This design comes from an exercise in tuning for small area on the open sky130 flow, not from production work.
Only simulation tests tie the RTL to the original design; equivalence was not proved.
No activity file was given, so power comes from the tool's default toggle rates.

File: flow/config.mk
export PLATFORM = sky130hd
export DESIGN_NAME = pet_feeder
export DESIGN_NICKNAME = pet_feeder
export VERILOG_FILES = /design/flow/design.v
export SDC_FILE = /design/flow/constraint.sdc
export NUM_CORES = 4
export LEC_CHECK = 0
export ABC_AREA = 1
export CAP_MARGIN = 20
export CORE_MARGIN = 2
export CORE_UTILIZATION = 40
export SLEW_MARGIN = 20
File: flow/constraint.sdc
create_clock -name core_clock -period 10.0 [get_ports {clk}]
set_input_delay 2.0000 -clock core_clock [delete_from_list [all_inputs] [get_ports {clk}]]
set_output_delay 2.0000 -clock core_clock [all_outputs]
set_load 0.01 [all_outputs]
File: flow/design.v
module dig_u (d, next, is9, is3);
	input [3:0] d;
	output [3:0] next;
	output is9, is3;	 
	assign next = {d[2:0], (d[0] & ~d[1]) | (~d[0] & ~d[3]) | (d[0] & d[3])};
	assign is9 = d[0] & d[1] & d[3];
	assign is3 = ~d[2];
endmodule
module seg_u (d, seg);
	input [3:0] d;
	output [6:0] seg;
	assign seg[0] = (d[1] & d[2] & d[3]) | (~d[0] & ~d[1] & ~d[3]);
	assign seg[1] = d[0] & ~d[2] & ~d[3];
	assign seg[2] = ~d[0] & ~d[1] & d[2];
	assign seg[3] = (d[1] & d[3]) | (~d[0] & ~d[3]);
	assign seg[4] = (~d[1] & ~d[2]) | (~d[0] & d[1]) | (d[1] & d[3]);
	assign seg[5] = (~d[0] & d[2]) | (~d[0] & d[3]);
	assign seg[6] = d[1] & d[2];
endmodule
module seg_t (d, seg);
	input [2:0] d;
	output [6:0] seg;
	assign seg[0] = d[1] ^ d[2];
	assign seg[1] = ~d[0] & ~d[2];
	assign seg[2] = d[0] & d[2];
	assign seg[3] = d[1] ^ d[2];
	assign seg[4] = ~d[0] | (d[1] & ~d[2]);
	assign seg[5] = d[1];
	assign seg[6] = d[0] & ~d[2];
endmodule
module seg_h (d, seg);
	input [1:0] d;
	output [6:0] seg;
	assign seg = {~d[1], d[1] | d[0], d[0], d[0], d[1], 1'b0, d[0]};
endmodule
module display_time (sel, hour2, hour1, minute2, minute1,
		chour2, chour1, cminute2, cminute1, csecond2, csecond1,
		HEX5, HEX4, HEX3, HEX2, HEX1, HEX0);
	input sel;
	input [1:0] hour2, chour2;
	input [3:0] hour1, chour1, minute1, cminute1, csecond1;
	input [2:0] minute2, cminute2, csecond2;
	output [6:0] HEX5, HEX4, HEX3, HEX2, HEX1, HEX0;
	seg_h h5 (sel ? chour2 : hour2, HEX5);
	seg_u h4 (sel ? chour1 : hour1, HEX4);
	seg_t h3 (sel ? cminute2 : minute2, HEX3);
	seg_u h2 (sel ? cminute1 : minute1, HEX2);
	seg_t h1 (sel ? csecond2 : 3'b001, HEX1);	 
	seg_u h0 (sel ? csecond1 : 4'b0111, HEX0);	 
endmodule
module LCD_display_string(index, out, state_code);
	input [4:0] index;
	input [2:0] state_code;
	output reg [7:0] out;
	always @*
		case (index)
		5'h00: out = (state_code == 3'd4) ? 8'h44 : 8'h53;	 
		5'h01: case (state_code)
			3'd0: out = 8'h74;	 
			3'd4: out = 8'h6F;	 
			default: out = 8'h65;	 
			endcase
		5'h02: case (state_code)
			3'd0: out = 8'h61;	 
			3'd4: out = 8'h6E;	 
			default: out = 8'h74;	 
			endcase
		5'h03: case (state_code)
			3'd0: out = 8'h72;	 
			3'd4: out = 8'h65;	 
			default: out = 8'h20;
			endcase
		5'h04: case (state_code)
			3'd0: out = 8'h74;	 
			3'd1: out = 8'h43;	 
			3'd3: out = 8'h4D;	 
			3'd7: out = 8'h54;	 
			3'd6: out = 8'h53;	 
			default: out = 8'h20;
			endcase
		5'h05: case (state_code)
			3'd1: out = 8'h6C;	 
			3'd3: out = 8'h65;	 
			3'd7, 3'd6: out = 8'h69;	 
			default: out = 8'h20;
			endcase
		5'h06: case (state_code)
			3'd1: out = 8'h6F;	 
			3'd3: out = 8'h61;	 
			3'd7: out = 8'h6D;	 
			3'd6: out = 8'h7A;	 
			default: out = 8'h20;
			endcase
		5'h07: case (state_code)
			3'd1: out = 8'h63;	 
			3'd3: out = 8'h6C;	 
			3'd7, 3'd6: out = 8'h65;	 
			default: out = 8'h20;
			endcase
		5'h08: out = (state_code == 3'd1) ? 8'h6B : 8'h20;	 
		5'h10: out = 8'h50;	 
		5'h11: out = 8'h72;	 
		5'h12: out = 8'h65;	 
		5'h13: out = 8'h73;	 
		5'h14: out = 8'h73;	 
		5'h16: out = 8'h4F;	 
		5'h17: out = 8'h6B;	 
		default: out = 8'h20;
		endcase
endmodule
module LCD_Display (clk, rst_n, state_code, LCD_RS, LCD_E, LCD_RW, DATA_BUS);
	input clk, rst_n;
	input [2:0] state_code;
	output LCD_RS, LCD_E, LCD_RW;
	output [7:0] DATA_BUS;
	reg [5:0] lfsr;
	reg half;
	wire tap = ~|lfsr[5:1];	 
	wire step = tap & ~half;
	always @(posedge clk)
		if (~rst_n) begin
			lfsr <= 6'b000010;
			half <= 1'b0;
		end else begin
			lfsr <= {lfsr[4:0], lfsr[5] ^ lfsr[4]};
			if (tap) half <= ~half;
		end
	reg [5:0] pos;
	reg e_hi, hold;
	reg [2:0] cap;	 
	reg [5:0] next_pos;
	always @*
		if (~pos[5])
			next_pos = (pos[3:0] == 4'hf) ? {1'b1, pos[4:0]} : pos + 1'b1;
		else if (pos[3:0] == 4'hf)
			next_pos = {1'b0, pos[4:0] + 1'b1};
		else if (pos[3])
			next_pos = 6'd0;
		else
			next_pos = pos + 1'b1;
	always @(posedge clk)
		if (step & ~e_hi & ~hold) cap <= state_code;
	always @(posedge clk)
		if (~rst_n) begin
			pos <= 6'b100000;
			e_hi <= 1'b0;
			hold <= 1'b0;
		end else if (step) begin
			if (e_hi) begin
				e_hi <= 1'b0;
				hold <= 1'b1;
			end else if (hold)
				hold <= 1'b0;
			else begin
				e_hi <= 1'b1;
				pos <= next_pos;
			end
		end
	wire [7:0] ch;
	LCD_display_string u1 (.index(pos[4:0]), .out(ch), .state_code(cap));
	wire [4:0] x = pos[4:0];
	wire lo = ~x[3];		 
	wire c38 = lo & (x[2] ? ~x[1] & ~x[0] : x[1] | x[0]);	 
	wire [7:0] cmd;
	assign cmd[7] = x[3] & x[2];			 
	assign cmd[6] = x[3] & x[2] & ~x[4];		 
	assign cmd[5] = c38;
	assign cmd[4] = c38;
	assign cmd[3] = lo & (x[2:0] != 3'd0) & (x[2:0] != 3'd6);	 
	assign cmd[2] = (lo & (&x[2:0])) | (x[3] & ~x[2]);	 
	assign cmd[1] = x[3] & ~x[2];			 
	assign cmd[0] = lo & x[2] & x[1] & ~x[0];	 
	assign DATA_BUS = pos[5] ? cmd : ch;
	assign LCD_RS = ~pos[5];
	assign LCD_E = e_hi;
	assign LCD_RW = 1'b0;
endmodule
module set_time (clk, rst_n, inc_min, inc_hour, hour2, hour1, minute2, minute1);
	input clk, rst_n, inc_min, inc_hour;
	output reg [1:0] hour2;
	output reg [3:0] hour1;
	output reg [2:0] minute2;
	output reg [3:0] minute1;
	wire [3:0] m1_next, h1_next;
	wire m1_9, h1_9, h1_3, m1_3_unused, h1_unused;
	dig_u um (minute1, m1_next, m1_9, m1_3_unused);
	dig_u uh (hour1, h1_next, h1_9, h1_3);
	wire h_23 = hour2[1] & h1_3;
	always @(posedge clk)
		if (~rst_n) begin
			hour2 <= 2'b00; hour1 <= 4'b0111; minute2 <= 3'b001; minute1 <= 4'b0111;
		end else begin
			if (inc_min) begin
				minute1 <= m1_next;
				if (m1_9) minute2 <= {minute2[1:0], ~minute2[2]};
			end
			if (inc_hour) begin
				if (h_23) begin
					hour2 <= 2'b00; hour1 <= 4'b0111;
				end else begin
					hour1 <= h1_next;
					if (h1_9) hour2 <= {hour2[0], ~hour2[1] & ~hour2[0]};
				end
			end
		end
endmodule
module run_clock (clk, rst_n, nLoad, tick, hour2, hour1, minute2, minute1,
		chour2, chour1, cminute2, cminute1, csecond2, csecond1);
	input clk, rst_n, nLoad, tick;
	input [1:0] hour2;
	input [3:0] hour1;
	input [2:0] minute2;
	input [3:0] minute1;
	output reg [1:0] chour2;
	output reg [3:0] chour1;
	output reg [2:0] cminute2, csecond2;
	output reg [3:0] cminute1, csecond1;
	wire [3:0] s1_next, m1_next, h1_next;
	wire s1_9, m1_9, h1_9, h1_3, u0, u1;
	dig_u us (csecond1, s1_next, s1_9, u0);
	dig_u um (cminute1, m1_next, m1_9, u1);
	dig_u uh (chour1, h1_next, h1_9, h1_3);
	wire s2_5 = ~csecond2[0] & ~csecond2[2];
	wire m2_5 = ~cminute2[0] & ~cminute2[2];
	wire h_23 = chour2[1] & h1_3;
	wire c_s2 = s1_9;
	wire c_m1 = c_s2 & s2_5;
	wire c_m2 = c_m1 & m1_9;
	wire c_h1 = c_m2 & m2_5;
	always @(posedge clk)
		if (~rst_n) begin
			chour2 <= 2'b00; chour1 <= 4'b0111; cminute2 <= 3'b001; cminute1 <= 4'b0111;
			csecond2 <= 3'b001; csecond1 <= 4'b0111;
		end else if (~nLoad) begin
			chour2 <= hour2; chour1 <= hour1; cminute2 <= minute2; cminute1 <= minute1;
			csecond2 <= 3'b001; csecond1 <= 4'b0111;
		end else if (tick) begin
			csecond1 <= s1_next;
			if (c_s2) csecond2 <= {csecond2[1:0], ~csecond2[2]};
			if (c_m1) cminute1 <= m1_next;
			if (c_m2) cminute2 <= {cminute2[1:0], ~cminute2[2]};
			if (c_h1) begin
				if (h_23) begin
					chour2 <= 2'b00; chour1 <= 4'b0111;
				end else begin
					chour1 <= h1_next;
					if (h1_9) chour2 <= {chour2[0], ~chour2[1] & ~chour2[0]};
				end
			end
		end
endmodule
module executer (clk, rst_n, nLoad, long_wait, shour2, shour1, sminute2, sminute1,
		chour2, chour1, cminute2, cminute1, csecond2, csecond1, ME, MT1, MT2);
	input clk, rst_n, nLoad, long_wait;
	input [1:0] shour2, chour2;
	input [3:0] shour1, chour1;
	input [2:0] sminute2, cminute2, csecond2;
	input [3:0] sminute1, cminute1, csecond1;
	output ME;
	output reg MT1, MT2;
	localparam [17:0] P = 18'd2333;
	localparam [17:0] CLOSE_S = 18'd102333, CLOSE_L = 18'd252333;
	localparam [17:0] END_S = 18'd105366, END_L = 18'd255366;
	reg [1:0] thour2;	 
	reg [3:0] thour1, tminute1;
	reg [2:0] tminute2;
	reg [17:0] count;
	reg active;
	wire match = (thour2 == chour2) & (thour1 == chour1) & (tminute2 == cminute2) &
		(tminute1 == cminute1) & (csecond2 == 3'b001) & (csecond1 == 4'b0111);
	wire open_ph = count < P;
	wire before_close = long_wait ? (count < CLOSE_L) : (count < CLOSE_S);
	wire done = long_wait ? ((count & END_L) == END_L) : (count >= END_S);
	wire run = active & nLoad;
	assign ME = MT1 | MT2;
	always @(posedge clk)
		if (~nLoad) begin
			thour1 <= shour1; tminute2 <= sminute2; tminute1 <= sminute1;
		end
	always @(posedge clk) begin
		if (~rst_n | (run & done)) count <= 0;
		else count <= count + run;
		if (~rst_n) begin
			thour2 <= 2'd3;
			active <= 0; MT1 <= 0; MT2 <= 0;
		end else if (~nLoad) begin
			thour2 <= shour2;
		end else begin
			active <= active ? ~done : match;
			if (active) begin
				MT1 <= open_ph;
				MT2 <= ~before_close & ~done;
			end
		end
	end
endmodule
module pet_feeder (
	input clk,
	input rst_n,
	input tick,
	input [3:0] KEY,
	input [3:0] SW,
	output [4:0] LED_STATE,
	output ME, MT1, MT2,
	output [6:0] HEX5,HEX4,HEX3,HEX2,HEX1,HEX0,
	output LCD_RW,
	output LCD_EN,
	output LCD_RS,
	output [7:0] LCD_DATA
	);
	reg [1:0] KEY_Q;
	always @(posedge clk)
		if (~rst_n) KEY_Q <= 2'b11;
		else KEY_Q <= KEY[1:0];
	wire next_step = KEY[0] & ~KEY_Q[0];
	wire add = KEY[1] & ~KEY_Q[1];
	reg [2:0] J;
	always @(posedge clk)
		if (~rst_n) J <= 3'b000;
		else if (next_step) J <= {J[1:0], ~J[2]};
	wire [4:0] STATE = {J[2] & ~J[1], J[1] & ~J[0], J[2] & J[0], J[1] & ~J[2], J[0] & ~J[1]};
	assign LED_STATE = STATE;
	wire en_clk = J[0] & (J[2] | ~J[1]);	 
	wire en_meal = STATE[1];
	wire inc_m = add & SW[1] & ~SW[2];
	wire inc_h = add & SW[2] & ~SW[1];
	wire [1:0] h2; wire [3:0] h1; wire [2:0] m2; wire [3:0] m1;
	wire [1:0] mh2; wire [3:0] mh1; wire [2:0] mm2; wire [3:0] mm1;
	wire [1:0] ch2; wire [3:0] ch1; wire [2:0] cm2; wire [3:0] cm1; wire [2:0] cs2; wire [3:0] cs1;
	set_time s0 (clk, rst_n, inc_m & en_clk, inc_h & en_clk, h2, h1, m2, m1);
	set_time s1 (clk, rst_n, inc_m & en_meal, inc_h & en_meal, mh2, mh1, mm2, mm1);
	run_clock rclk0 (clk, rst_n, KEY[2], tick, h2, h1, m2, m1, ch2, ch1, cm2, cm1, cs2, cs1);
	executer e0 (clk, rst_n, KEY[3], SW[3], mh2, mh1, mm2, mm1,
		ch2, ch1, cm2, cm1, cs2, cs1, ME, MT1, MT2);
	display_time d0 (SW[0], h2, h1, m2, m1, ch2, ch1, cm2, cm1, cs2, cs1,
		HEX5, HEX4, HEX3, HEX2, HEX1, HEX0);
	LCD_Display u1 (.clk(clk), .rst_n(rst_n), .state_code(J),
		.DATA_BUS(LCD_DATA), .LCD_RW(LCD_RW), .LCD_E(LCD_EN), .LCD_RS(LCD_RS));
endmodule
File: flow/flow/run.sh
#!/bin/bash
# Own layout flow: the standard ORFS flow (standard.sh), with
#  - an area-oriented ABC script for technology mapping, and no adder cell extraction,
#  - the smallest buffer cell for the port buffers,
#  - CTS without dummy loads.
set -euo pipefail
W=$(pwd)
rm -rf "$W/scripts_area"
cp -r "$FLOW_HOME/scripts" "$W/scripts_area"
cp "$W/flow/abc_area.script" "$W/scripts_area/abc_area.script"
bash "$W/standard.sh" SCRIPTS_DIR="$W/scripts_area" ABC_AREA=1 ADDER_MAP_FILE= \
  "BUFFER_PORTS_ARGS=-buffer_cell sky130_fd_sc_hd__buf_1" \
  "CTS_ARGS=-sink_clustering_enable -repair_clock_nets -dont_use_dummy_load -buf_list sky130_fd_sc_hd__clkbuf_8" \
  finish > "$W/flow_make.log" 2>&1
File: flow/flow/abc_area.script
strash
ifraig
dc2
strash
&get -n
&deepsyn -T 20
&put
dch -f
amap
strash
&get -n
&deepsyn -T 20
&put
dch -f
amap
topo
File: flow/standard.sh
#!/bin/bash
# synth_recipe.tcl (not shown) runs the flow's synth.tcl, then flattens the netlist and writes it again
# the make line also repeats each setting of config.mk as NAME=value (left out here)
make -C /OpenROAD-flow-scripts/flow DESIGN_CONFIG=/design/flow/config.mk WORK_HOME=/design/flow/orfs CLKGATE_MAP_FILE= SYNTH_SCRIPT=/design/flow/synth_recipe.tcl "${@:-finish}"
==> key figures, run 1 <==
Global route
  • Initial antenna violation count: 0
  • GR Overflow Total: 0
  • Vias in the first global route: 4400
  • GRT Total Usage: 19.08%
  • Largest net degree at the start of global routing: 23
  • First-pass GRT wire length: 20350 microns

Synthesis
  • Yosys reg bits: 103
  • Yosys cell types: 39
  • Synth area leaders: dfxtp_1 (36%), nor2_1 (9.1%), edfxtp_1 (8.6%)
  • Synthesized instance count: 642
  • Top-area cell type share of the netlist area: 36.27%
  • Most area-hungry cell type in the Yosys netlist: dfxtp_1
  • Warnings from Yosys: 6
  • Synth Cell Area: 0.004912 sq mm
  • Mean Syn Cell Area: 7.651 sq um
  • Seq/Total Area, Yosys: 44.83%

Setup path
  • Worst path slowest cell: clkinv_1
  • CP Data Required Time: 8.00 ns
  • CP delay by family, top: buffers and inverters
  • Reg-to-reg endpoint: e0.count[16]
  • Crit path capture type: output pin
  • Critical path cell sequence: buf_1 -> clkinv_1 -> o22ai_1 -> clkinv_1 -> o21ai_0 -> clkinv_1 -> buf_1
  • Crit-path max FO: 19
  • CP max stage delay: 0.71 ns
  • WP data arrival: 4.43 ns
  • Most frequent CP cell: clkinv_1
  • Setup CP Type: in -> out
  • R2r setup slk: 7.31 ns
  • Crit start category: input port
  • WP buf/inv: 5
  • FF-to-FF Start: e0.active
  • R2R depth: 16

Die
  • Die Area: 0.01318 sq mm
  • Core area: 0.01201 sq mm
  • Die width: 114.8 microns
  • Num ports: 72
  • Initial Utilization: 40.90%
  • Rows: 40
  • Die height: 114.8 microns

Timing
  • Tcrit/Tclk final: 64.32%
  • Hold WS: 0.4220 ns
  • Slew HR: 47.60%
  • Count of pins over their slew limit: 0
  • RSZ-0062 raised after global routing: false
  • TNS Setup: 0 ns
  • Max Freq: 155.5 MHz
  • Slew @ Worst Pin: 0.7860 ns
  • Fin worst setup slack: 3.568 ns
  • Post-layout min period: 6.432 ns
  • Final Skew: 0.02236 ns
  • Final Hold Vio Count: 0
  • # setup viols final: 0

Drt
  • Detailed-route via count: 4738
  • DR top layer: met4
  • DRC viols: 0
  • Initial DRT Pass Iterations: 5
  • Met3 WL: 675 microns
  • DR WL/cell: 14.09 microns
  • WL final: 12150 microns
  • Via density: 5.497
  • Met2 wire len: 5641 microns
  • Met1 wire length: 5584 microns
  • DRT iter0 DRCs: 320
  • Routed Antenna Nets: 0

Clock network
  • Clock slew at reported path FFs: 0.07 ns
  • TritonCTS clock tree: yes
  • Clk root buf: clkbuf_8
  • Hold_buf cts: 0
  • Worst skew pair latency: 0.36 ns
  • CTS buffer count: 9
  • TritonCTS Sinks: 103
  • Clock buffer depth: 2
  • Setup bufs post-CTS: 0
  • Post-CTS sizing: 0
  • H-Tree Depth: 3

Run
  • Total of max-cap violations: 0

Finish
  • P&R area growth vs syn: 10.70%
  • # nets final: 728
  • Ant diodes: 0
  • # fillers: 1259
  • Post-layout util: 45.27%
  • Share of layout cells above drive strength 1: 1.399%

Hold path
  • Worst Hold Depth: 1
  • Hold EP: u1.lfsr[1]
  • Hold Crit Class: reg -> reg
  • Hold path start: u1.lfsr[0]

Place
  • Buffers on Ports: 69
  • Placement Setup Slack: 3.557 ns
  • Final HPWL DP: 9412 microns
  • RD Place Congestion: 0.9003

Power and ir drop
  • Pwr dens: 128.0 mW/mm^2
  • Max rail drop VDD: 47.61 uV
  • Leakage power: 1.787 nW

Run status
  • Status: finished clean
worst reg2reg max path: stages (launching register included):
cell and delay (ns):
dfxtp_1 0.34, nand2_1 0.11, nor2_1 0.18, nand2_1 0.11, nor2_1 0.17, nand2_1 0.11
nor2_1 0.17, nand2_1 0.12, nor2_1 0.20, clkinv_1 0.16, nor2_1 0.19, nand2_1 0.10
nor2_1 0.18, nand2_1 0.13, nor2_1 0.14, nor2_1 0.06, nor3_1 0.11
placed cells by master, fill, tap and decap left out, drive strengths merged, types with 3 or more instances in the layout:
cell    instances
a211oi         21
a21oi          28
a22oi           3
a31oi           8
buf            70
clkbuf          9
clkinv        103
dfxtp          89
edfxtp         14
nand2          59
nand3          11
nand4           7
nor2          119
nor2b           7
nor3           21
nor4            4
o21a            7
o21ai          39
o221ai          7
o22a            8
o22ai          32
o31ai           3
o32a            6
or2             8
or3             7
or4             3
cells in the mapped netlist:
| master | number |
|---|---|
| a31oi_1 | 8 |
| or2_0 | 8 |
| conb_1 | 1 |
| o21bai_1 | 2 |
| nor2b_1 | 7 |
| o21a_1 | 7 |
| o32ai_1 | 2 |
| a21oi_1 | 28 |
| a2111oi_0 | 1 |
| buf_4 | 7 |
| clkinv_1 | 103 |
| edfxtp_1 | 14 |
| o211a_1 | 1 |
| o22a_1 | 8 |
| o22ai_1 | 32 |
| a32o_1 | 2 |
| o221a_1 | 2 |
| a211oi_1 | 21 |
| o21ai_0 | 39 |
| o221ai_1 | 7 |
| dfxtp_1 | 89 |
| nor4_1 | 4 |
| a22oi_1 | 3 |
| nand3_1 | 11 |
| nor2_1 | 119 |
| o41a_1 | 1 |
| or3_1 | 7 |
| a221oi_1 | 2 |
| nand2_1 | 59 |
| nand4_1 | 7 |
| nor3_1 | 21 |
| a21o_1 | 1 |
| or4_1 | 3 |
| o311ai_0 | 1 |
| nand2b_1 | 1 |
| o32a_1 | 6 |
| o31ai_1 | 3 |
| o211ai_1 | 2 |
| a22o_1 | 2 |
metrics by stage:
step | total power, mW | area (sq um) | std cells
2_1_floorplan | 0.4803 | 4916 | 643
5_1_grt | 0.7290 | 5438 | 862
3_3_place_gp | 0.4997 | 5314 | 853
3_5_place_dp | 0.5007 | 5314 | 853
6_report | 0.6960 | 5438 | 862
4_1_cts | 0.7027 | 5438 | 862
cells by family after synthesis:
family,after synthesis,synth area share [%]
AND/OR/NAND/NOR,247,21.65
AO/OA/AOI/OAI,181,24.50
buffers and inverters,110,8.940
flip-flops,103,44.83
other,1,0.07634
cell type report:
type | instances | area, sq um | share of cell area, %
timing repair buffer | 70 | 266.5 | 4.901
tap | 147 | 183.9 | 3.382
multi-input combinational | 430 | 2275 | 41.83
inverter | 103 | 386.6 | 7.110
sequential | 103 | 2202 | 40.50
clock buffer | 9 | 123.9 | 2.278
worst max-delay path by stage:
stage               cells past startpoint  start      end
detailed placement                      7  SW[0]  HEX4[3]
finish                                  7  SW[0]  HEX2[3]
global placement                        7  SW[0]  HEX4[3]
floorplan                               5  SW[0]  HEX3[3]
CTS                                     7  SW[0]  HEX4[3]
global route                            7  SW[0]  HEX4[3]
state kept, by name (all words and copies together) (netlist names), 4 cells and up:
signal / cells
e0.count: 18
e0.thour1: 4
e0.tminute1: 4
rclk0.chour1: 4
rclk0.cminute1: 4
rclk0.csecond1: 4
s0.hour1: 4
s0.minute1: 4
s1.hour1: 4
s1.minute1: 4
u1.lfsr: 6
u1.pos: 6
layer usage:
| layer | GRT usage (%) | vias up |
|---|---|---|
| li1 | - | 2404 |
| met1 | 25.02 | 2185 |
| met2 | 31.76 | 128 |
| met3 | 3.479 | 21 |
| met4 | 6.747 | 0 |
| met5 | 0 | - |
power by group:
part	switching [mW]	total (mW)	internal, mW	leakage (nW)
sequential	0.00559	0.431	0.425	0.839
combinational	0.0425	0.0607	0.0182	0.884
clock	0.123	0.204	0.0812	0.0647
total	0.171	0.696	0.525	1.79
==> run 2: changes to the inputs <==
--- a/flow/design.v
+++ b/flow/design.v
@@ -259,7 +259,8 @@
 	output ME;
 	output reg MT1, MT2;
-	localparam [17:0] P = 18'd2333;
-	localparam [17:0] CLOSE_S = 18'd102333, CLOSE_L = 18'd252333;
-	localparam [17:0] END_S = 18'd105366, END_L = 18'd255366;
+	localparam [17:0] S = 18'd67;
+	localparam [17:0] P = S + 18'd2333;
+	localparam [17:0] CLOSE_S = S + 18'd102333, CLOSE_L = S + 18'd252333;
+	localparam [17:0] END_S = S + 18'd105366, END_L = S + 18'd255366;
 	reg [1:0] thour2;	 
 	reg [3:0] thour1, tminute1;
@@ -268,5 +269,6 @@
 	reg active;
 	wire match = (thour2 == chour2) & (thour1 == chour1) & (tminute2 == cminute2) &
-		(tminute1 == cminute1) & (csecond2 == 3'b001) & (csecond1 == 4'b0111);
+		(tminute1 == cminute1) & 
+		csecond2[0] & ~csecond2[1] & ~csecond1[3] & csecond1[2] & csecond1[0];
 	wire open_ph = count < P;
 	wire before_close = long_wait ? (count < CLOSE_L) : (count < CLOSE_S);
@@ -279,5 +281,5 @@
 		end
 	always @(posedge clk) begin
-		if (~rst_n | (run & done)) count <= 0;
+		if (~rst_n | (run & done)) count <= S;
 		else count <= count + run;
 		if (~rst_n) begin
==> key figures, run 2 <==
Setup path
  • Crit. Startpoint: SW[0]
  • CP Data Required Time: 8.00 ns (about the same)
  • CP max stage delay: 0.49 ns (-0.22 ns)
  • Setup CP Type: in -> out
  • Crit path to: HEX2[0]
  • R2R depth: 13 (-3)
  • Reg-to-reg endpoint: u1.pos[0]
  • R2r setup slk: 7.04 ns (-0.27 ns)
  • WP data arrival: 3.97 ns (-0.46 ns)
  • Crit-path max FO: 20 (+1)
  • Worst path slowest cell: clkinv_1
  • Crit start category: input port
  • Crit path capture type: output pin
  • FF-to-FF Start: u1.lfsr[4]
  • Critical path cell sequence: buf_1 -> buf_4 -> clkinv_1 -> o22ai_1 -> clkinv_1 -> a22oi_1 -> o21a_1 -> buf_1

Hold path
  • Hold Crit Class: reg -> reg

Die
  • Core area: 0.01196 sq mm (-0.42%)
  • Initial Utilization: 40.88% (about the same)
  • Die width: 114.6 microns (-0.22%)
  • Rows: 40 (unchanged)
  • Die Area: 0.01313 sq mm (-0.44%)
  • Num ports: 72 (unchanged)
  • Die height: 114.6 microns (-0.22%)

Synthesis
  • Warnings from Yosys: 6 (unchanged)
  • Most area-hungry cell type in the Yosys netlist: dfxtp_1
  • Synth Cell Area: 0.004890 sq mm (-0.46%)
  • EDFF count, synth: 14 (unchanged)
  • Seq/Total Area, Yosys: 45.04% (+0.21 points)
  • Ys async rst share: 0% (unchanged)
  • Top-area cell type share of the netlist area: 36.44% (+0.17 points)
  • Synth area leaders: dfxtp_1 (36%), nor2_1 (9.0%), edfxtp_1 (8.6%)
  • Yosys reg bits: 103 (unchanged)
  • Yosys cell types: 44 (+13%)
  • Top FF cell, synth: dfxtp_1
  • Leading cell type by number of instances after synthesis: nor2_1
  • Top cells by count, synth: nor2_1 (117), clkinv_1 (108), dfxtp_1 (89)
  • Synthesized instance count: 638 (-0.62%)
  • Mean Syn Cell Area: 7.664 sq um (+0.17%)

Timing
  • Post-layout min period: 5.975 ns (-0.4571 ns)
  • Max Freq: 167.4 MHz (+7.7%)
  • Slew HR: 42.23% (-5.4 points)
  • Final Skew: 0.03270 ns (+0.01035 ns)
  • Fin worst setup slack: 4.025 ns (+0.4571 ns)
  • Slew @ Worst Pin: 0.8599 ns (+0.07386 ns)
  • RSZ-0062 raised after global routing: false
  • Tcrit/Tclk final: 59.75% (-4.6 points)
  • # setup viols final: 0 (unchanged)
  • Count of pins over their slew limit: 0 (unchanged)
  • TNS Setup: 0 ns (unchanged)
  • Final Hold Vio Count: 0 (unchanged)

Clock network
  • Post-CTS sizing: 0 (unchanged)
  • TritonCTS Sinks: 103 (unchanged)
  • Clock slew at reported path FFs: 0.09 ns (+0.02 ns)
  • Hold_buf cts: 0 (unchanged)
  • Worst skew pair latency: 0.37 ns (about the same)
  • Clk root buf: clkbuf_8
  • TritonCTS clock tree: yes
  • Clock buffer depth: 2 (unchanged)
  • H-Tree Depth: 3 (unchanged)
  • Setup bufs post-CTS: 0 (unchanged)
  • CTS buffer count: 9 (unchanged)

Drt
  • Routed Antenna Nets: 0 (unchanged)
  • Initial DRT Pass Iterations: 5 (unchanged)
  • Via density: 5.489 (-0.14%)
  • WL final: 12100 microns (-0.44%)
  • DR WL/cell: 14.08 microns (about the same)
  • Detailed-route via count: 4715 (-0.49%)
  • DRT iter0 DRCs: 231 (-28%)
  • DRC viols: 0 (unchanged)

Finish
  • # fillers: 1209 (-4.0%)
  • Commonest cells after routing, fill and taps aside: nor2_1 (117), clkinv_1 (108), dfxtp_1 (89)
  • Ant diodes: 0 (unchanged)
  • Post-layout util: 45.33% (+0.064 points)
  • P&R area growth vs syn: 10.90%
  • Share of layout cells above drive strength 1: 1.545% (+0.15 points)
  • Most flops, register: e0.count
  • Largest register FFs: 18 (unchanged)
  • Largest regs: e0.count: 18 flops, u1.lfsr: 6 flops, u1.pos: 6 flops
  • # nets final: 725 (-0.41%)
  • Most common cell after layout, fill and taps aside: nor2_1

Global route
  • GR Overflow Total: 0 (unchanged)
  • Initial antenna violation count: 0 (unchanged)
  • Largest net degree at the start of global routing: 23 (unchanged)
  • GRT Total Usage: 18.63% (-0.45 points)
  • First-pass GRT wire length: 19650 microns (-3.4%)
  • Vias in the first global route: 4120 (-6.4%)

Power and ir drop
  • Leakage power: 1.760 nW (-1.5%)
  • Max rail drop VDD: 73.10 uV (+54%)
  • Design Power: 0.6993 mW (+0.48%)
  • Pwr dens: 129.0 mW/mm^2 (+0.75%)

Run status
  • Status: finished clean

Place
  • RD Place Congestion: 0.8656 (-3.9%)
  • Placement Setup Slack: 4.067 ns (+0.5109 ns)
  • Final HPWL DP: 9273 microns (-1.5%)
  • Buffers on Ports: 69 (unchanged)

Run
  • Total of max-cap violations: 0 (unchanged)
[run 2: cells by family after synthesis]
kind of cell / after synthesis / synth area share [%]
AND/OR/NAND/NOR: 252 / 22.59
other: 1 / 0.07669
buffers and inverters: 115 / 9.365
flip-flops: 103 / 45.04
AO/OA/AOI/OAI: 167 / 22.93
[run 2: area by class of cell]
cell class                      count  area [sq um]  share of cell area, %
Tap cell                          147         183.9                  3.392
Clock buffer                        9         123.9                  2.284
Timing Repair Buffer               71         274.0                  5.053
Multi-Input combinational cell    421          2233                  41.19
Inverter                          108         405.4                  7.476
Sequential cell                   103          2202                  40.61
[run 2: per-stage QoR]
step | cell area, sq um | hold WS [ns] | std cells
6_report | 5423 | 0.4233 | 859
3_3_place_gp | 5299 | 0.3974 | 850
5_1_grt | 5423 | 0.4515 | 859
3_5_place_dp | 5299 | 0.4047 | 850
2_1_floorplan | 4893 | 0.3909 | 639
4_1_cts | 5423 | 0.4281 | 859
[run 2: worst max-delay path, delay by kind of cell]
family	cells	cell delay [ns]
buf+inv	5	1.10
compound gates	3	0.86
[run 2: worst min-delay path by stage]
stage | start | to | slack [ns] | cells past startpoint
finish | u1.lfsr[0] | u1.lfsr[1] | 0.42 | 1
global route | u1.lfsr[2] | u1.lfsr[3] | 0.45 | 2
CTS | u1.lfsr[0] | u1.lfsr[1] | 0.43 | 1
detailed placement | u1.lfsr[0] | u1.lfsr[1] | 0.40 | 1
global placement | u1.lfsr[0] | u1.lfsr[1] | 0.40 | 1
floorplan | u1.lfsr[0] | u1.lfsr[1] | 0.39 | 1
[run 2: power by group]
group	total (mW)	internal (mW)	switching, mW
sequential	0.431	0.425	0.00548
clock	0.207	0.0811	0.126
combinational	0.0616	0.0185	0.0431
total	0.699	0.525	0.175
[run 2: metal layers]
metal	routed length [microns]	track usage (%)	share of wire [%]
met1	5654	25.18	47
met2	5550	29.59	46
met3	733	4.711	6.1
met4	157	5.122	1.3
met5	0	0	0
==> run 3: changes to the inputs <==
--- a/flow/design.v
+++ b/flow/design.v
@@ -55,48 +55,54 @@
 	always @*
 		case (index)
-		5'h00: out = (state_code == 3'd4) ? 8'h44 : 8'h53;	 
+		5'h00: case (state_code)
+			3'd2, 3'd4, 3'd6: out = 8'h44;	 
+			default: out = 8'h53;	 
+			endcase
 		5'h01: case (state_code)
+			3'd2, 3'd4, 3'd6: out = 8'h6F;	 
 			3'd0: out = 8'h74;	 
-			3'd4: out = 8'h6F;	 
 			default: out = 8'h65;	 
 			endcase
 		5'h02: case (state_code)
 			3'd0: out = 8'h61;	 
-			3'd4: out = 8'h6E;	 
+			3'd2, 3'd4, 3'd6: out = 8'h6E;	 
 			default: out = 8'h74;	 
 			endcase
 		5'h03: case (state_code)
+			3'd2, 3'd4, 3'd6: out = 8'h65;	 
 			3'd0: out = 8'h72;	 
-			3'd4: out = 8'h65;	 
-			default: out = 8'h20;
+			default: out = 8'h20;	 
 			endcase
 		5'h04: case (state_code)
+			3'd3: out = 8'h43;	 
+			3'd7: out = 8'h4D;	 
+			3'd5: out = 8'h53;	 
+			3'd1: out = 8'h54;	 
 			3'd0: out = 8'h74;	 
-			3'd1: out = 8'h43;	 
-			3'd3: out = 8'h4D;	 
-			3'd7: out = 8'h54;	 
-			3'd6: out = 8'h53;	 
-			default: out = 8'h20;
+			default: out = 8'h20;	 
 			endcase
 		5'h05: case (state_code)
-			3'd1: out = 8'h6C;	 
-			3'd3: out = 8'h65;	 
-			3'd7, 3'd6: out = 8'h69;	 
-			default: out = 8'h20;
+			3'd7: out = 8'h65;	 
+			3'd1, 3'd5: out = 8'h69;	 
+			3'd3: out = 8'h6C;	 
+			default: out = 8'h20;	 
 			endcase
 		5'h06: case (state_code)
-			3'd1: out = 8'h6F;	 
-			3'd3: out = 8'h61;	 
-			3'd7: out = 8'h6D;	 
-			3'd6: out = 8'h7A;	 
-			default: out = 8'h20;
+			3'd7: out = 8'h61;	 
+			3'd1: out = 8'h6D;	 
+			3'd3: out = 8'h6F;	 
+			3'd5: out = 8'h7A;	 
+			default: out = 8'h20;	 
 			endcase
 		5'h07: case (state_code)
-			3'd1: out = 8'h63;	 
-			3'd3: out = 8'h6C;	 
-			3'd7, 3'd6: out = 8'h65;	 
-			default: out = 8'h20;
+			3'd3: out = 8'h63;	 
+			3'd1, 3'd5: out = 8'h65;	 
+			3'd7: out = 8'h6C;	 
+			default: out = 8'h20;	 
+			endcase
+		5'h08: case (state_code)
+			3'd3: out = 8'h6B;	 
+			default: out = 8'h20;	 
 			endcase
-		5'h08: out = (state_code == 3'd1) ? 8'h6B : 8'h20;	 
 		5'h10: out = 8'h50;	 
 		5'h11: out = 8'h72;	 
@@ -128,4 +134,6 @@
 	reg [5:0] pos;
 	reg e_hi, hold;
+	wire [2:0] text = {(state_code[1] & ~state_code[2]) | (state_code[2] & ~state_code[0]),
+		state_code[0] & ~state_code[2], state_code[0] | state_code[1]};
 	reg [2:0] cap;	 
 	reg [5:0] next_pos;
@@ -140,5 +148,5 @@
 			next_pos = pos + 1'b1;
 	always @(posedge clk)
-		if (step & ~e_hi & ~hold) cap <= state_code;
+		if (step & ~e_hi & ~hold) cap <= text;
 	always @(posedge clk)
 		if (~rst_n) begin
==> key figures, run 3 <==
Setup path
  • Crit. Startpoint: SW[0]
  • R2R depth: 14 (+1)
  • CP Data Required Time: 8.00 ns (about the same)
  • WP data arrival: 4.40 ns (+0.43 ns)
  • FF-to-FF Start: rclk0.csecond1[0]
  • Setup CP Type: in -> out
  • Crit-path max FO: 23 (+15%)
  • Crit path capture type: output pin
  • Reg-to-reg endpoint: rclk0.chour2[1]
  • Crit start category: input port
  • R2r setup slk: 6.59 ns (-0.45 ns)

Drt
  • DRC viols: 0 (unchanged)
  • DRT iter0 DRCs: 260 (+13%)
  • WL final: 11860 microns (-2.0%)
  • Detailed-route via count: 4646 (-1.5%)
  • DR WL/cell: 14.05 microns (-0.23%)
  • Routed Antenna Nets: 0 (unchanged)
  • Initial DRT Pass Iterations: 5 (unchanged)
  • Via density: 5.505 (+0.29%)

Timing
  • TNS Setup: 0 ns (unchanged)
  • RSZ-0062 raised after global routing: false
  • Max Freq: 156.2 MHz (-6.7%)
  • Final Skew: 0.01612 ns (-0.01658 ns)
  • Final Hold Vio Count: 0 (unchanged)
  • Count of pins over their slew limit: 0 (unchanged)
  • Slew @ Worst Pin: 0.9607 ns (+0.1008 ns)
  • Slew HR: 35.46% (-6.8 points)
  • Tcrit/Tclk final: 64.03% (+4.3 points)
  • Fin worst setup slack: 3.597 ns (-0.4277 ns)
  • # setup viols final: 0 (unchanged)
  • Post-layout min period: 6.403 ns (+0.4277 ns)

Die
  • Rows: 40 (unchanged)
  • Die Area: 0.01303 sq mm (-0.74%)
  • Die height: 114.1 microns (-0.37%)
  • Initial Utilization: 40.74% (-0.14 points)
  • Die width: 114.1 microns (-0.37%)
  • Num ports: 72 (unchanged)
  • Core area: 0.01191 sq mm (-0.42%)

Place
  • RD Place Congestion: 0.9681 (+12%)
  • Buffers on Ports: 69 (unchanged)
  • Placement Setup Slack: 3.641 ns (-0.4264 ns)
  • Final HPWL DP: 9091 microns (-2.0%)

Run
  • Total of max-cap violations: 0 (unchanged)

Clock network
  • Post-CTS sizing: 0 (unchanged)
  • Hold_buf cts: 0 (unchanged)
  • H-Tree Depth: 3 (unchanged)
  • Clock slew at reported path FFs: 0.08 ns (about the same)
  • Worst skew pair latency: 0.37 ns (about the same)
  • Clk root buf: clkbuf_8
  • Clock buffer depth: 2 (unchanged)
  • CTS buffer count: 9 (unchanged)
  • Setup bufs post-CTS: 0 (unchanged)
  • TritonCTS Sinks: 103 (unchanged)
  • TritonCTS clock tree: yes

Finish
  • Largest register FFs: 18 (unchanged)
  • Largest regs: e0.count: 18 flops, u1.lfsr: 6 flops, u1.pos: 6 flops
  • # nets final: 710 (-2.1%)
  • Most common cell after layout, fill and taps aside: nor2_1
  • Ant diodes: 0 (unchanged)
  • Most flops, register: e0.count
  • # fillers: 1246 (+3.1%)
  • Share of layout cells above drive strength 1: 1.435% (-0.11 points)
  • P&R area growth vs syn: 10.83% (about the same)
  • Commonest cells after routing, fill and taps aside: nor2_1 (114), clkinv_1 (105), dfxtp_1 (89)

Synthesis
  • Synth area leaders: dfxtp_1 (37%), nor2_1 (8.8%), edfxtp_1 (8.7%)
  • Leading cell type by number of instances after synthesis: nor2_1
  • EDFF count, synth: 14 (unchanged)
  • Synth Cell Area: 0.004852 sq mm (-0.77%)
  • Yosys reg bits: 103 (unchanged)
  • Warnings from Yosys: 6 (unchanged)
  • Top FF cell, synth: dfxtp_1
  • Top cells by count, synth: nor2_1 (114), clkinv_1 (105), dfxtp_1 (89)
  • Most area-hungry cell type in the Yosys netlist: dfxtp_1
  • Mean Syn Cell Area: 7.776 sq um (+1.5%)
  • Yosys cell types: 48 (+9.1%)
  • Seq/Total Area, Yosys: 45.38% (+0.35 points)
  • Top-area cell type share of the netlist area: 36.72% (+0.28 points)
  • Ys async rst share: 0% (unchanged)
  • Synthesized instance count: 624 (-2.2%)

Hold path
  • Hold EP: u1.lfsr[1]
  • Hold path start: u1.lfsr[0]
  • Worst Hold Depth: 1 (unchanged)
  • Hold Crit Class: reg -> reg

Global route
  • GR Overflow Total: 0 (unchanged)
  • First-pass GRT wire length: 19960 microns (+1.6%)
  • Initial antenna violation count: 0 (unchanged)
  • Vias in the first global route: 4304 (+4.5%)
  • Largest net degree at the start of global routing: 25 (+8.7%)
  • GRT Total Usage: 18.89% (+0.26 points)

Power and ir drop
  • Max rail drop VDD: 59.80 uV (-18%)
  • Leakage power: 1.739 nW (-1.2%)
  • Design Power: 0.6986 mW (-0.10%)
  • Pwr dens: 129.9 mW/mm^2 (+0.73%)

Run status
  • Status: finished clean
run 3: changes by cell type after synthesis, sizes merged, moves of 4 or more:
cell    delta
or3        -5
o21ai      -6
and3       +4
nand3      -4
a31oi      -5
a211oi     +4
run 3: worst max-delay path, stage by stage:
cell and delay (ns):
buf_1 0.56, clkinv_1 0.72, o22ai_1 0.43, clkinv_1 0.15, nand2_1 0.12, o21ai_0 0.13
nor2_1 0.12, buf_1 0.16
run 3: cell families (layout without fill, tap and decap cells):
logic type / count (synthesis) / in the layout / share of synthesized area (%)
buf+inv: 112 / 184 / 9.206
simple gates: 246 / 246 / 22.46
flops: 103 / 103 / 45.38
other cells: 1 / 2 / 0.07729
compound gates: 162 / 162 / 22.87
run 3: layout make-up:
| cell class | count | area (sq um) | share of cell area (%) |
|---|---|---|---|
| tap | 147 | 183.9 | 3.420 |
| inverter | 105 | 394.1 | 7.329 |
| clock buffer | 9 | 123.9 | 2.303 |
| sequential | 103 | 2202 | 40.95 |
| multi-input combinational | 410 | 2207 | 41.04 |
| timing repair buffer | 70 | 266.5 | 4.956 |
run 3: worst max path at each step:
stage               endpoint  slack, ns
floorplan            HEX3[3]       4.66
global route         HEX2[0]       3.30
CTS                  HEX2[0]       3.63
detailed placement   HEX2[0]       3.64
finish               HEX2[0]       3.60
global placement     HEX2[0]       3.83
run 3: metal layers:
| layer | routed length (microns) | GRT usage [%] | share of wire (%) | vias up |
|---|---|---|---|---|
| met4 | 190 | 6.098 | 1.6 | 0 |
| met1 | 5662 | 25.26 | 48 | 2112 |
| li1 | - | - | - | 2361 |
| met3 | 714 | 4.235 | 6.0 | 26 |
| met2 | 5289 | 30.44 | 45 | 147 |
| met5 | 0 | 0 | 0 | - |
run 3: through the flow:
step	hold slack, ns	util, %	instances	area [sq um]
after global placement	0.3964	44.11	835	5254
after global routing	0.4423	45.15	844	5378
after detailed placement	0.4078	44.11	835	5254
after CTS	0.4275	45.15	844	5378
final	0.4271	45.15	844	5378
after floorplan	0.3909	-	625	4856
run 3: power by group:
group	internal [mW]	total [mW]	switching [mW]
clock	0.0810	0.206	0.125
sequential	0.425	0.431	0.00581
combinational	0.0192	0.0616	0.0424
==> run 4: changes to the inputs <==
==> flow/flow/run.sh (replaced) <==
#!/bin/bash
# Own layout flow: the standard ORFS flow (standard.sh), with
#  - synthesis run with several area-oriented ABC scripts (no adder cell
#    extraction); the one with the smallest cell area is kept,
#  - the smallest buffer cell for the port buffers,
#  - CTS without dummy loads, with clkbuf_8 buffers.
# Each tool's output goes to its own log in this folder (and ORFS's own logs).
set -euo pipefail
W=$(pwd)
P=${FLOW_PLATFORM:-sky130hd}
CANDS="abc_a abc_b abc_c abc_d abc_e abc_f abc_g abc_h abc_k"
run_synth() {
  c=$1
  rm -rf "$W/scripts_$c" "$W/orfs_$c"
  cp -r "$FLOW_HOME/scripts" "$W/scripts_$c"
  cp "$W/flow/$c.script" "$W/scripts_$c/abc_area.script"
  sed "s#$W/orfs#$W/orfs_$c#g" "$W/standard.sh" > "$W/standard_$c.sh"
  bash "$W/standard_$c.sh" SCRIPTS_DIR="$W/scripts_$c" ABC_AREA=1 ADDER_MAP_FILE= synth \
    > "$W/synth_$c.log" 2>&1 || true
}
# four (then five) at a time; abc_k (no deepsyn) is a fallback
for wave in "abc_a abc_b abc_c abc_d" "abc_e abc_f abc_g abc_h abc_k"; do
  pids=""
  for c in $wave; do
    run_synth $c &
    pids="$pids $!"
  done
  for p in $pids; do wait $p || true; done
done
best=""
barea=""
: > "$W/synth_choice.log"
for c in $CANDS; do
  [ -f "$W/orfs_$c/results/$P/pet_feeder/base/1_synth.odb" ] || continue
  a=$(grep "Chip area for module" "$W/orfs_$c/reports/$P/pet_feeder/base/synth_stat.txt" | awk '{print $NF}')
  echo "$c $a" >> "$W/synth_choice.log"
  if [ -z "$best" ] || awk "BEGIN{exit !($a < $barea)}"; then best=$c; barea=$a; fi
done
echo "chosen $best $barea" >> "$W/synth_choice.log"
rm -rf "$W/orfs"
cp -a "$W/orfs_$best" "$W/orfs"
bash "$W/standard.sh" SCRIPTS_DIR="$W/scripts_$best" ABC_AREA=1 ADDER_MAP_FILE= \
  "BUFFER_PORTS_ARGS=-buffer_cell sky130_fd_sc_hd__buf_1" \
  "CTS_ARGS=-sink_clustering_enable -repair_clock_nets -dont_use_dummy_load -buf_list sky130_fd_sc_hd__clkbuf_8" \
  finish > "$W/flow_make.log" 2>&1
==> flow/flow/abc_a.script (new file) <==
strash
ifraig
dc2
strash
&get -n
&deepsyn -T 20
&put
dch -f
amap
strash
&get -n
&deepsyn -T 20
&put
dch -f
amap
topo
==> flow/flow/abc_b.script (new file) <==
strash
ifraig
dc2
strash
&get -n
&deepsyn -T 40
&put
dch -f
amap
strash
dch -f
amap
topo
==> flow/flow/abc_c.script (new file) <==
strash
ifraig
dc2
strash
&get -n
&deepsyn -T 20 -S 2
&put
dch -f
amap
strash
&get -n
&deepsyn -T 20 -S 2
&put
dch -f
amap
topo
==> flow/flow/abc_d.script (new file) <==
strash
ifraig
dc2
strash
&get -n
&deepsyn -T 20
&put
dch -f
amap
strash
&get -n
&deepsyn -T 20
&put
dch -f
amap
strash
&get -n
&deepsyn -T 20
&put
dch -f
amap
strash
&get -n
&deepsyn -T 20
&put
dch -f
amap
topo
==> flow/flow/abc_e.script (new file) <==
strash
ifraig
dc2
strash
&get -n
&deepsyn -T 20 -S 3
&put
dch -f
amap
strash
&get -n
&deepsyn -T 20 -S 3
&put
dch -f
amap
topo
==> flow/flow/abc_f.script (new file) <==
strash
ifraig
dc2
strash
&get -n
&deepsyn -T 20 -S 5
&put
dch -f
amap
strash
&get -n
&deepsyn -T 20 -S 5
&put
dch -f
amap
topo
==> flow/flow/abc_g.script (new file) <==
strash
ifraig
dc2
strash
&get -n
&deepsyn -T 40 -S 1
&put
dch -f
amap
strash
dch -f
amap
topo
==> flow/flow/abc_h.script (new file) <==
strash
ifraig
dc2
strash
&get -n
&deepsyn -T 20 -S 2
&put
dch -f
amap
strash
&get -n
&deepsyn -T 20 -S 2
&put
dch -f
amap
strash
&get -n
&deepsyn -T 20 -S 2
&put
dch -f
amap
strash
&get -n
&deepsyn -T 20 -S 2
&put
dch -f
amap
topo
==> flow/flow/abc_k.script (new file) <==
strash
ifraig
dc2
strash
dch -f
amap
strash
dc2
dch -f
amap
strash
dc2
dch -f
amap
topo
removed: flow/flow/abc_area.script
==> key figures, run 4 <==
Run status
  • Status: finished clean

Synthesis
  • EDFF count, synth: 14 (unchanged)
  • Top cells by count, synth: nor2_1 (132), clkinv_1 (96), dfxtp_1 (89)
  • Seq/Total Area, Yosys: 45.95% (+0.57 points)
  • Synthesized instance count: 623 (-0.16%)
  • Top FF cell, synth: dfxtp_1
  • Ys async rst share: 0% (unchanged)
  • Leading cell type by number of instances after synthesis: nor2_1
  • Top-area cell type share of the netlist area: 37.18% (+0.46 points)
  • Synth area leaders: dfxtp_1 (37%), nor2_1 (10%), edfxtp_1 (8.8%)
  • Yosys cell types: 41 (-15%)
  • Synth Cell Area: 0.004792 sq mm (-1.2%)
  • Mean Syn Cell Area: 7.692 sq um (-1.1%)
  • Most area-hungry cell type in the Yosys netlist: dfxtp_1
  • Warnings from Yosys: 6 (unchanged)
  • Yosys reg bits: 103 (unchanged)

Timing
  • # setup viols final: 0 (unchanged)
  • RSZ-0062 raised after global routing: false
  • Tcrit/Tclk final: 65.60% (+1.6 points)
  • TNS Setup: 0 ns (unchanged)
  • Final Skew: 0.04432 ns (+0.02820 ns)
  • Fin worst setup slack: 3.440 ns (-0.1575 ns)
  • Slew @ Worst Pin: 0.8331 ns (-0.1276 ns)
  • Slew HR: 44.46% (+9.0 points)
  • Max Freq: 152.4 MHz (-2.4%)
  • Count of pins over their slew limit: 0 (unchanged)
  • Final Hold Vio Count: 0 (unchanged)
  • Post-layout min period: 6.560 ns (+0.1575 ns)

Finish
  • # nets final: 710 (unchanged)
  • Most common cell after layout, fill and taps aside: nor2_1
  • P&R area growth vs syn: 11.02%
  • Largest register FFs: 18 (unchanged)
  • Share of layout cells above drive strength 1: 1.578% (+0.14 points)
  • Ant diodes: 0 (unchanged)
  • Largest regs: e0.count: 18 flops, u1.lfsr: 6 flops, u1.pos: 6 flops
  • Post-layout util: 46.00% (+0.86 points)
  • # fillers: 1136 (-8.8%)
  • Commonest cells after routing, fill and taps aside: nor2_1 (132), clkinv_1 (96), dfxtp_1 (89)
  • Most flops, register: e0.count

Power and ir drop
  • Pwr dens: 129.8 mW/mm^2 (about the same)
  • Leakage power: 1.747 nW (+0.45%)
  • Max rail drop VDD: 73.40 uV (+23%)

Die
  • Die height: 113.5 microns (-0.60%)
  • Die width: 113.5 microns (-0.60%)
  • Rows: 39 (-2.5%)
  • Core area: 0.01156 sq mm (-2.9%)
  • Die Area: 0.01287 sq mm (-1.2%)
  • Num ports: 72 (unchanged)
  • Initial Utilization: 41.44% (+0.70 points)

Clock network
  • H-Tree Depth: 3 (unchanged)
  • Post-CTS sizing: 0 (unchanged)
  • TritonCTS clock tree: yes
  • Clk root buf: clkbuf_8
  • CTS buffer count: 9 (unchanged)
  • Worst skew pair latency: 0.36 ns (about the same)
  • Clock buffer depth: 2 (unchanged)
  • Hold_buf cts: 0 (unchanged)
  • Clock slew at reported path FFs: 0.10 ns (+0.02 ns)
  • Setup bufs post-CTS: 0 (unchanged)
  • TritonCTS Sinks: 103 (unchanged)

Global route
  • GRT Total Usage: 18.16% (-0.73 points)
  • Vias in the first global route: 4171 (-3.1%)
  • Largest net degree at the start of global routing: 24 (-4.0%)
  • Initial antenna violation count: 0 (unchanged)
  • First-pass GRT wire length: 19260 microns (-3.5%)
  • GR Overflow Total: 0 (unchanged)

Setup path
  • Worst path slowest cell: clkinv_1
  • Crit-path max FO: 20 (-13%)
  • Crit start category: input port
  • R2R depth: 11 (-3)
  • Reg-to-reg endpoint: u1.pos[0]
  • FF-to-FF Start: u1.lfsr[4]
  • R2r setup slk: 7.32 ns (+0.73 ns)
  • Crit path to: HEX4[0]
  • Setup CP Type: in -> out
  • Crit path capture type: output pin
  • Crit. Startpoint: SW[0]
  • Critical path cell sequence: buf_1 -> clkinv_1 -> o22ai_1 -> clkinv_1 -> o21ai_0 -> o32ai_1 -> buf_1
  • CP max stage delay: 0.69 ns (-0.03 ns)
  • WP data arrival: 4.56 ns (+0.16 ns)
  • CP Data Required Time: 8.00 ns (about the same)

Drt
  • Detailed-route via count: 4615 (-0.67%)
  • WL final: 11430 microns (-3.6%)
  • Initial DRT Pass Iterations: 5 (unchanged)
  • Routed Antenna Nets: 0 (unchanged)
  • DRT iter0 DRCs: 319 (+23%)
  • Via density: 5.494 (-0.19%)
  • DR WL/cell: 13.61 microns (-3.1%)
  • DRC viols: 0 (unchanged)

Place
  • Buffers on Ports: 69 (unchanged)
  • RD Place Congestion: 0.8857 (-8.5%)
  • Placement Setup Slack: 3.449 ns (-0.1921 ns)
  • Final HPWL DP: 8796 microns (-3.2%)

Hold path
  • Worst Hold Depth: 1 (unchanged)
  • Hold Crit Class: reg -> reg

Run
  • Total of max-cap violations: 0 (unchanged)
[run 4: changes by cell type in the layout (fill, tap and decap cells not counted), moves of 3 or more]
cell	previous run	this run
nor3_1	26	30
nor2_1	114	132
nor4_1	6	2
o21ai_0	25	29
clkinv_1	105	96
and3_1	5	2
a21oi_1	30	27
nand2_1	53	49
a221oi_1	5	2
o32ai_1	3	6
or2_0	8	11
o221a_1	3	0
[run 4: area by class of cell]
| cell class | instances | area, sq um | share of cell area, % |
|---|---|---|---|
| inverter | 96 | 360.3 | 6.773 |
| multi-input combinational | 418 | 2181 | 40.99 |
| sequential | 103 | 2202 | 41.39 |
| clock buffer | 9 | 123.9 | 2.328 |
| tap | 143 | 178.9 | 3.363 |
| timing repair buffer | 71 | 274.0 | 5.151 |
[run 4: routing by layer]
metal / GRT usage [%] / vias to the layer above / wire length (microns)
met3: 3.241 / 20 / 509
met4: 5.854 / 0 / 246
met2: 29.90 / 140 / 5193
li1: - / 2342 / -
met1: 24.36 / 2113 / 5482
met5: 0 / - / 0
[run 4: cell families (layout without fill, tap and decap cells)]
family	count (synthesis)	after routing	synth area share, %
AOI/OAI and AO/OA	159	159	22.27
buffers and inverters	103	176	8.616
other	1	2	0.07825
DFF	103	103	45.95
and+or+nand+nor	257	257	23.08
[run 4: critical path: cells and delay by family]
family	cells	cell delay, ns
AOI/OAI and AO/OA	3	0.95
buffers and inverters	4	1.60
[run 4: per-stage QoR]
stage                     cells  power, mW  hold slack [ns]  area, sq um
after floorplan             624     0.4771           0.3909         4796
after global placement      831     0.4971           0.3968         5196
after detailed placement    831     0.4972           0.4040         5196
after CTS                   840     0.6974           0.4307         5320
after global routing        840     0.7196           0.4482         5320
final                       840     0.6908           0.4236         5320
[run 4: how the worst min path moves through the flow]
| stage | from | to | slack [ns] |
|---|---|---|---|
| 6_report | u1.lfsr[0] | u1.lfsr[1] | 0.42 |
| 4_1_cts | u1.lfsr[0] | u1.lfsr[1] | 0.43 |
| 3_3_place_gp | u1.lfsr[0] | u1.lfsr[1] | 0.40 |
| 5_1_grt | u1.lfsr[0] | u1.lfsr[1] | 0.45 |
| 2_1_floorplan | u1.lfsr[0] | u1.lfsr[1] | 0.39 |
| 3_5_place_dp | u1.lfsr[0] | u1.lfsr[1] | 0.40 |
[run 4: report_power, final]
part / internal [mW] / total (mW) / switching, mW
logic: 0.0172 / 0.0577 / 0.0405
registers: 0.425 / 0.431 / 0.00515
clock network: 0.0811 / 0.203 / 0.121

-- re-timing with driven ports --
The flow's constraints put no driver on any port. The routed layouts listed below were extracted and timed again, unchanged, in two steps. Step 1 sets driving cells, clkbuf_16 on the clock port and buf_2 on the other inputs (assumed; they add their load-dependent delay and slew). Step 2, shift: input delay + t, output delay - t, t = (earliest + latest rising clock arrival at the registers) / 2. This alone moves slack from input paths to output paths. Three values: ideal, step 1, step 2; two values: the first two.
run | t (ns) | slack for setup (ns) | hold slack, ns | worst setup path at the end | worst slew at a driven data input, ns
run 1 | 0.379 | 3.568 / 3.543 / 3.543 | 0.422 / 0.422 / 0.422 | input to output | 0.05
run 2 | 0.390 | 4.025 / 4.000 / 4.000 | 0.423 / 0.423 / 0.423 | input to output | 0.04
run 3 | 0.392 | 3.597 / 3.568 / 3.568 | 0.427 / 0.427 / 0.427 | input to output | 0.05
run 4 | 0.374 | 3.440 / 3.410 / 3.410 | 0.424 / 0.424 / 0.424 | input to output | 0.03
After both steps setup and hold are still met in every run listed. For run 4, which loses most, drivers alone change the setup slack by -0.030 ns; drivers and shift together by -0.030 ns.
